Source: an optimization exercise on an open RTL-to-GDS flow (aim: small area, a short achievable clock period and few clock cycles per item). Production flows keep margins and buffers that such runs may drop.
RTL that was checked went through simulation tests only; none was proved equivalent to the original.
Power figures rest on the tool's default switching activity, not on a simulated workload.

==> inputs of run a <==
Design cubroot_add_system, start of the top module:
module cubroot_add_system (
    input clk_i,
    input rst_i,
    input start_i,
    input [7:0] a_bi,
    input [7:0] b_bi,
    output busy_o,
    output reg [15:0] result
);
==> module mult, before the edit <==
module mult (
    input  [7:0]  x,
    input  [2:0]  c,
    output [15:0] y
);
    wire t1 = x[0] & x[2];
    wire t2 = x[1] & (x[0] | c[2]);
    wire t3 = x[0] & x[3];
    wire t4 = x[2] & ~x[1];
    wire t5 = x[0] & x[4];
    wire t6 = x[1] & x[3];
    wire t7 = x[1] & x[2];
    wire t8 = x[0] & x[5];
    wire t9 = x[1] & x[4];
    wire t10 = x[3] & ~x[2];
    wire t11 = x[0] & x[6];
    wire t12 = x[1] & x[5];
    wire t13 = x[2] & x[4];
    wire t14 = x[2] & x[3];
    wire t15 = x[0] & x[7];
    wire t16 = x[1] & x[6];
    wire t17 = x[2] & x[5];
    wire t18 = x[4] & ~x[3];
    wire t19 = x[1] & x[7];
    wire t20 = x[2] & x[6];
    wire t21 = x[3] & x[5];
    wire t22 = x[3] & x[4];
    wire t23 = x[2] & x[7];
    wire t24 = x[3] & x[6];
    wire t25 = x[5] & ~x[4];
    wire t26 = x[3] & x[7];
    wire t27 = x[4] & x[6];
    wire t28 = x[4] & x[5];
    wire t29 = x[4] & x[7];
    wire t30 = x[6] & ~x[5];
    wire t31 = x[5] & x[7];
    wire t32 = x[5] & x[6];
    wire t33 = x[7] & ~x[6];
    wire t34 = x[6] & x[7];
    wire t35 = t11 ^ t12;
    wire t36 = t11 & t12;
    wire t37 = t15 ^ t16;
    wire t38 = t37 ^ t17;
    wire t39 = t37 ? t17 : t15;
    wire t40 = t19 ^ t20;
    wire t41 = t40 ^ t21;
    wire t42 = t40 ? t21 : t19;
    wire t43 = t23 ^ t24;
    wire t44 = t23 & t24;
    wire t45 = t26 ^ t27;
    wire t46 = t26 & t27;
    wire t47 = t5 ^ t6;
    wire t48 = t5 & t6;
    wire t49 = t8 ^ t9;
    wire t50 = t49 ^ t10;
    wire t51 = t49 ? t10 : t8;
    wire t52 = t35 ^ t13;
    wire t53 = t52 ^ t14;
    wire t54 = t52 ? t14 : t35;
    wire t55 = t38 ^ t18;
    wire t56 = t55 ^ t36;
    wire t57 = t55 ? t36 : t38;
    wire t58 = t41 ^ t22;
    wire t59 = t58 ^ t39;
    wire t60 = t58 ? t39 : t41;
    wire t61 = t43 ^ t25;
    wire t62 = t61 ^ t42;
    wire t63 = t61 ? t42 : t43;
    wire t64 = t45 ^ t28;
    wire t65 = t64 ^ t44;
    wire t66 = t64 ? t44 : t45;
    wire t67 = t29 ^ t30;
    wire t68 = t67 ^ t46;
    wire t69 = t67 ? t46 : t29;
    wire t70 = t31 ^ t32;
    wire t71 = t31 & t32;
    wire t72 = t1 & t2;
    wire t73 = t3 & t4;
    wire t74 = t47 & t7;
    wire t75 = t50 & t48;
    wire t76 = t53 & t51;
    wire t77 = t56 & t54;
    wire t78 = t59 & t57;
    wire t79 = t62 & t60;
    wire t80 = t65 & t63;
    wire t81 = t68 & t66;
    wire t82 = t70 & t69;
    wire t83 = t33 & t71;
    wire t84 = t34 & 1'b0;
    wire t85 = t1 ^ t2;
    wire t86 = t3 ^ t4;
    wire t87 = t47 ^ t7;
    wire t88 = t50 ^ t48;
    wire t89 = t53 ^ t51;
    wire t90 = t56 ^ t54;
    wire t91 = t59 ^ t57;
    wire t92 = t62 ^ t60;
    wire t93 = t65 ^ t63;
    wire t94 = t68 ^ t66;
    wire t95 = t70 ^ t69;
    wire t96 = t33 ^ t71;
    wire t97 = t34 ^ 1'b0;
    wire t98 = t73 | (t86 & t72);
    wire t99 = t86 & t85;
    wire t100 = t75 | (t88 & t74);
    wire t101 = t88 & t87;
    wire t102 = t77 | (t90 & t76);
    wire t103 = t90 & t89;
    wire t104 = t79 | (t92 & t78);
    wire t105 = t92 & t91;
    wire t106 = t81 | (t94 & t80);
    wire t107 = t94 & t93;
    wire t108 = t83 | (t96 & t82);
    wire t109 = t96 & t95;
    wire t110 = t74 | (t87 & t98);
    wire t111 = t87 & t99;
    wire t112 = t100 | (t101 & t98);
    wire t113 = t101 & t99;
    wire t114 = t78 | (t91 & t102);
    wire t115 = t91 & t103;
    wire t116 = t104 | (t105 & t102);
    wire t117 = t105 & t103;
    wire t118 = t82 | (t95 & t106);
    wire t119 = t95 & t107;
    wire t120 = t108 | (t109 & t106);
    wire t121 = t109 & t107;
    wire t122 = t76 | (t89 & t112);
    wire t123 = t89 & t113;
    wire t124 = t102 | (t103 & t112);
    wire t125 = t103 & t113;
    wire t126 = t114 | (t115 & t112);
    wire t127 = t115 & t113;
    wire t128 = t116 | (t117 & t112);
    wire t129 = t117 & t113;
    wire t130 = t84 | (t97 & t120);
    wire t131 = t97 & t121;
    wire t132 = t80 | (t93 & t128);
    wire t133 = t93 & t129;
    wire t134 = t106 | (t107 & t128);
    wire t135 = t107 & t129;
    wire t136 = t118 | (t119 & t128);
    wire t137 = t119 & t129;
    wire t138 = t120 | (t121 & t128);
    wire t139 = t121 & t129;
    wire t140 = t130 | (t131 & t128);
    wire t141 = t131 & t129;
    wire t142 = t86 ^ t72;
    wire t143 = t87 ^ t98;
    wire t144 = t88 ^ t110;
    wire t145 = t89 ^ t112;
    wire t146 = t90 ^ t122;
    wire t147 = t91 ^ t124;
    wire t148 = t92 ^ t126;
    wire t149 = t93 ^ t128;
    wire t150 = t94 ^ t132;
    wire t151 = t95 ^ t134;
    wire t152 = t96 ^ t136;
    wire t153 = t97 ^ t138;
    wire [2:0] lo = {x[1] & ~x[0], 1'b0, x[0]} + c;
    assign y = {t153, t152, t151, t150, t149, t148, t147, t146, t145, t144, t143, t142, t85, lo};
endmodule
Settings: LEC_CHECK=0, CAP_MARGIN=20, CORE_MARGIN=2, CORE_UTILIZATION=40, SETUP_SLACK_MARGIN=1.5, SLEW_MARGIN=20; clock period 5.0 ns.
standard.sh (not shown) runs the stock make flow with config.mk's settings and CLKGATE_MAP_FILE= SYNTH_SCRIPT=/design/flow/synth_recipe.tcl, a recipe that flattens the netlist after the stock synthesis.
==> flow/flow/run.sh <==
#!/bin/bash
# The standard layout, with every port buffered by sky130_fd_sc_hd__buf_1.
set -euo pipefail
export BUFFER_PORTS_ARGS="-buffer_cell sky130_fd_sc_hd__buf_1"
bash standard.sh > standard.log 2>&1
==> inputs of run b, as changes to run a <==
--- a/flow/design.v
+++ b/flow/design.v
@@ -76,86 +76,7 @@
     wire t71 = t31 & t32;
-    wire t72 = t1 & t2;
-    wire t73 = t3 & t4;
-    wire t74 = t47 & t7;
-    wire t75 = t50 & t48;
-    wire t76 = t53 & t51;
-    wire t77 = t56 & t54;
-    wire t78 = t59 & t57;
-    wire t79 = t62 & t60;
-    wire t80 = t65 & t63;
-    wire t81 = t68 & t66;
-    wire t82 = t70 & t69;
-    wire t83 = t33 & t71;
-    wire t84 = t34 & 1'b0;
-    wire t85 = t1 ^ t2;
-    wire t86 = t3 ^ t4;
-    wire t87 = t47 ^ t7;
-    wire t88 = t50 ^ t48;
-    wire t89 = t53 ^ t51;
-    wire t90 = t56 ^ t54;
-    wire t91 = t59 ^ t57;
-    wire t92 = t62 ^ t60;
-    wire t93 = t65 ^ t63;
-    wire t94 = t68 ^ t66;
-    wire t95 = t70 ^ t69;
-    wire t96 = t33 ^ t71;
-    wire t97 = t34 ^ 1'b0;
-    wire t98 = t73 | (t86 & t72);
-    wire t99 = t86 & t85;
-    wire t100 = t75 | (t88 & t74);
-    wire t101 = t88 & t87;
-    wire t102 = t77 | (t90 & t76);
-    wire t103 = t90 & t89;
-    wire t104 = t79 | (t92 & t78);
-    wire t105 = t92 & t91;
-    wire t106 = t81 | (t94 & t80);
-    wire t107 = t94 & t93;
-    wire t108 = t83 | (t96 & t82);
-    wire t109 = t96 & t95;
-    wire t110 = t74 | (t87 & t98);
-    wire t111 = t87 & t99;
-    wire t112 = t100 | (t101 & t98);
-    wire t113 = t101 & t99;
-    wire t114 = t78 | (t91 & t102);
-    wire t115 = t91 & t103;
-    wire t116 = t104 | (t105 & t102);
-    wire t117 = t105 & t103;
-    wire t118 = t82 | (t95 & t106);
-    wire t119 = t95 & t107;
-    wire t120 = t108 | (t109 & t106);
-    wire t121 = t109 & t107;
-    wire t122 = t76 | (t89 & t112);
-    wire t123 = t89 & t113;
-    wire t124 = t102 | (t103 & t112);
-    wire t125 = t103 & t113;
-    wire t126 = t114 | (t115 & t112);
-    wire t127 = t115 & t113;
-    wire t128 = t116 | (t117 & t112);
-    wire t129 = t117 & t113;
-    wire t130 = t84 | (t97 & t120);
-    wire t131 = t97 & t121;
-    wire t132 = t80 | (t93 & t128);
-    wire t133 = t93 & t129;
-    wire t134 = t106 | (t107 & t128);
-    wire t135 = t107 & t129;
-    wire t136 = t118 | (t119 & t128);
-    wire t137 = t119 & t129;
-    wire t138 = t120 | (t121 & t128);
-    wire t139 = t121 & t129;
-    wire t140 = t130 | (t131 & t128);
-    wire t141 = t131 & t129;
-    wire t142 = t86 ^ t72;
-    wire t143 = t87 ^ t98;
-    wire t144 = t88 ^ t110;
-    wire t145 = t89 ^ t112;
-    wire t146 = t90 ^ t122;
-    wire t147 = t91 ^ t124;
-    wire t148 = t92 ^ t126;
-    wire t149 = t93 ^ t128;
-    wire t150 = t94 ^ t132;
-    wire t151 = t95 ^ t134;
-    wire t152 = t96 ^ t136;
-    wire t153 = t97 ^ t138;
     wire [2:0] lo = {x[1] & ~x[0], 1'b0, x[0]} + c;
-    assign y = {t153, t152, t151, t150, t149, t148, t147, t146, t145, t144, t143, t142, t85, lo};
+    wire [12:0] ra = {t34, t33, t70, t68, t65, t62, t59, t56, t53, t50, t47, t3, t1};
+    wire [12:0] rb = {1'b0, t71, t69, t66, t63, t60, t57, t54, t51, t48, t7, t4, t2};
+    wire [12:0] hi = ra + rb;
+    assign y = {hi, lo};
 endmodule
==> flow/flow/run.sh (replaced) <==
#!/bin/bash
# The standard layout with two changes: synthesis leaves full and half adders
# as plain logic for ABC (no adder cells), and every port is buffered by
# sky130_fd_sc_hd__buf_1.
set -euo pipefail
export ADDER_MAP_FILE=
export BUFFER_PORTS_ARGS="-buffer_cell sky130_fd_sc_hd__buf_1"
bash standard.sh > standard.log 2>&1
Settings changed: ABC_AREA set to 1.
==> inputs of run c, as changes to run a <==
--- a/flow/design.v
+++ b/flow/design.v
@@ -114,48 +114,42 @@
     wire t109 = t96 & t95;
-    wire t110 = t74 | (t87 & t98);
-    wire t111 = t87 & t99;
-    wire t112 = t100 | (t101 & t98);
-    wire t113 = t101 & t99;
-    wire t114 = t78 | (t91 & t102);
-    wire t115 = t91 & t103;
-    wire t116 = t104 | (t105 & t102);
-    wire t117 = t105 & t103;
-    wire t118 = t82 | (t95 & t106);
-    wire t119 = t95 & t107;
-    wire t120 = t108 | (t109 & t106);
-    wire t121 = t109 & t107;
-    wire t122 = t76 | (t89 & t112);
-    wire t123 = t89 & t113;
-    wire t124 = t102 | (t103 & t112);
-    wire t125 = t103 & t113;
-    wire t126 = t114 | (t115 & t112);
-    wire t127 = t115 & t113;
-    wire t128 = t116 | (t117 & t112);
-    wire t129 = t117 & t113;
-    wire t130 = t84 | (t97 & t120);
-    wire t131 = t97 & t121;
-    wire t132 = t80 | (t93 & t128);
-    wire t133 = t93 & t129;
-    wire t134 = t106 | (t107 & t128);
-    wire t135 = t107 & t129;
-    wire t136 = t118 | (t119 & t128);
-    wire t137 = t119 & t129;
-    wire t138 = t120 | (t121 & t128);
-    wire t139 = t121 & t129;
-    wire t140 = t130 | (t131 & t128);
-    wire t141 = t131 & t129;
-    wire t142 = t86 ^ t72;
-    wire t143 = t87 ^ t98;
-    wire t144 = t88 ^ t110;
-    wire t145 = t89 ^ t112;
-    wire t146 = t90 ^ t122;
-    wire t147 = t91 ^ t124;
-    wire t148 = t92 ^ t126;
-    wire t149 = t93 ^ t128;
-    wire t150 = t94 ^ t132;
-    wire t151 = t95 ^ t134;
-    wire t152 = t96 ^ t136;
-    wire t153 = t97 ^ t138;
+    wire t110 = t100 | (t101 & t98);
+    wire t111 = t101 & t99;
+    wire t112 = t104 | (t105 & t102);
+    wire t113 = t105 & t103;
+    wire t114 = t108 | (t109 & t106);
+    wire t115 = t109 & t107;
+    wire t116 = t112 | (t113 & t110);
+    wire t117 = t113 & t111;
+    wire t118 = t114 | (t115 & t116);
+    wire t119 = t115 & t117;
+    wire t120 = t102 | (t103 & t110);
+    wire t121 = t103 & t111;
+    wire t122 = t106 | (t107 & t116);
+    wire t123 = t107 & t117;
+    wire t124 = t74 | (t87 & t98);
+    wire t125 = t87 & t99;
+    wire t126 = t76 | (t89 & t110);
+    wire t127 = t89 & t111;
+    wire t128 = t78 | (t91 & t120);
+    wire t129 = t91 & t121;
+    wire t130 = t80 | (t93 & t116);
+    wire t131 = t93 & t117;
+    wire t132 = t82 | (t95 & t122);
+    wire t133 = t95 & t123;
+    wire t134 = t84 | (t97 & t118);
+    wire t135 = t97 & t119;
+    wire t136 = t86 ^ t72;
+    wire t137 = t87 ^ t98;
+    wire t138 = t88 ^ t124;
+    wire t139 = t89 ^ t110;
+    wire t140 = t90 ^ t126;
+    wire t141 = t91 ^ t120;
+    wire t142 = t92 ^ t128;
+    wire t143 = t93 ^ t116;
+    wire t144 = t94 ^ t130;
+    wire t145 = t95 ^ t122;
+    wire t146 = t96 ^ t132;
+    wire t147 = t97 ^ t118;
     wire [2:0] lo = {x[1] & ~x[0], 1'b0, x[0]} + c;
-    assign y = {t153, t152, t151, t150, t149, t148, t147, t146, t145, t144, t143, t142, t85, lo};
+    assign y = {t147, t146, t145, t144, t143, t142, t141, t140, t139, t138, t137, t136, t85, lo};
 endmodule
==> flow/flow/run.sh (replaced) <==
#!/bin/bash
# The standard layout (standard.sh) with three changes:
#  - synthesis leaves full and half adders as plain logic for ABC (no adder
#    cells from ADDER_MAP_FILE),
#  - the final ABC mapping runs flow/abc.script when that file exists,
#  - every port is buffered by sky130_fd_sc_hd__buf_1.
# Each tool's output goes to the ORFS logs under orfs/logs; make's own output
# goes to standard.log here.
set -euo pipefail
here=$(pwd)
export ADDER_MAP_FILE=
export BUFFER_PORTS_ARGS="-buffer_cell sky130_fd_sc_hd__buf_1"
export FLOW_SYNTH_TCL="$here/synth_recipe.tcl"
if [[ -f "$here/flow/abc.script" ]]; then
  export MY_ABC_SCRIPT="$here/flow/abc.script"
  sed "s#SYNTH_SCRIPT=[^ ]*#SYNTH_SCRIPT=$here/flow/synth.tcl#" standard.sh > my_standard.sh
else
  cp standard.sh my_standard.sh
fi
bash my_standard.sh > standard.log 2>&1
==> flow/flow/abc.script (new file) <==
strash
 dch
 map -B 0.5 -G 150
 topo
 stime -c
 buffer -c
 upsize -c
 dnsize -c
==> flow/flow/synth.tcl (new file) <==
# The standard flow's synthesis script (synth_recipe.tcl, unchanged) with the final ABC
# mapping run on MY_ABC_SCRIPT instead of ORFS's abc_speed/abc_area script.
proc abc {args} {
  set i [lsearch -exact $args -script]
  if {$i >= 0} { lset args [expr {$i + 1}] $::env(MY_ABC_SCRIPT) }
  yosys abc {*}$args
}
source $::env(FLOW_SYNTH_TCL)
Settings changed: CORE_AREA set to 2 2 60 60, CORE_MARGIN 2 to unset, CORE_UTILIZATION 40 to unset, CTS_BUF_LIST set to sky130_fd_sc_hd__clkbuf_4, DIE_AREA set to 0 0 62 62, SETUP_SLACK_MARGIN 1.5 to 2.2.
==> results list <==
* Outcome: no timing/DRC/antenna violations
- Worst hold endpoint: result[15]
- Detailed routing placed a total of about 96 um of wire on met3.
* Post-route standard cell area excluding fillers: 1820 um2
- The routed design uses between 1000 and 1500 um of met2 wire.
* Largest family of logic cells by synthesized area: simple AND/OR/NAND/NOR gates
- The congestion estimate from routability-driven global placement came to 0.768.
* Reg power frac: about two fifths
- The core region is ~3300 um2.
- IR analysis of the VDD net gives a maximum drop of 0.0779 mV.
- WL/cell: between 9 and 10 um
* Critical path origin: a_bi[3]
- Clock tree root driver cell: sky130_fd_sc_hd__clkbuf_4
* Sequential-cell power consumption: 173 uW
# the run above: run c

==> results list <==
- The most critical setup path has its startpoint at a_bi[6].
* Clock tree root driver cell: sky130_fd_sc_hd__clkbuf_8
- Wire segments on met2 add up to approximately 1700 um in the final route.
* Outcome: no timing/DRC/antenna violations
- Worst hold endpoint: result[0]
* Largest family of logic cells by synthesized area: simple AND/OR/NAND/NOR gates
- Area fraction in and, or, nand and nor cells after synthesis: about half
* Post-route standard cell area excluding fillers: about 2100 um2
- After detailed routing, the average wire length per cell comes to 10.1 um.
* Reg power frac: 37.1%
* Sequential-cell power consumption: ~170 uW
- Met3 WL: ~120 um
- The worst-case IR drop observed on VDD is 0.0754 mV.
- Per report_power, the clock group accounts for a little under 20% of the total.
# the run above: run b

==> results list <==
* Largest family of logic cells by synthesized area: adder cells
- Outcome: no timing/DRC/antenna violations
- Met3 WL: around 93 um
- Post-route standard cell area excluding fillers: ~2000 um2
- IR analysis of the VDD net gives a maximum drop of 0.0851 mV.
* Floorplan Core Area: 4090 um2
* Clock tree root driver cell: sky130_fd_sc_hd__clkbuf_8
# the run above: run a

Testbench counts of run b, summed over its fixed seeds: cycles 2,048, items 2,048.
Testbench counts of run c, summed over its fixed seeds: cycles 2,048, items 2,048.
The RTL of run a was laid out without a check of its function.

static timing again, ports no longer ideal:
The results above use ideal ports. As a check the final layouts listed here were re-extracted and re-timed, cells and wires unchanged.
Step 1 sets driving cells, clkbuf_16 on the clock port and buf_2 on the other inputs (assumed; they add their load-dependent delay and slew).
Step 2 times the ports against the registers' clock, not the clock port: input delays grow and output delays shrink by t, the midpoint of the rising clock arrivals with the driver on.
Slacks: ideal / step 1 / step 2; pairs: ideal / step 1.
run | t (ns) | setup slack, ns | hold slack, ns | worst data-port slew with drivers (ns) | cell pins on the clock port's net
run a | 0.269 | 1.668 / 1.673 / 1.405 | 1.223 / 1.223 / 1.454 | 0.03 | 1
run b | 0.265 | 2.209 / 2.210 / 1.946 | 1.243 / 1.242 / 1.454 | 0.03 | 1
run c | 0.294 | 2.418 / 2.417 / 2.123 | 1.142 / 1.143 / 1.437 | 0.03 | 1
After both steps setup and hold are still met in every run listed. The setup slack of run c, which loses most, moves by -0.001 ns with the drivers and by -0.295 ns with both steps.
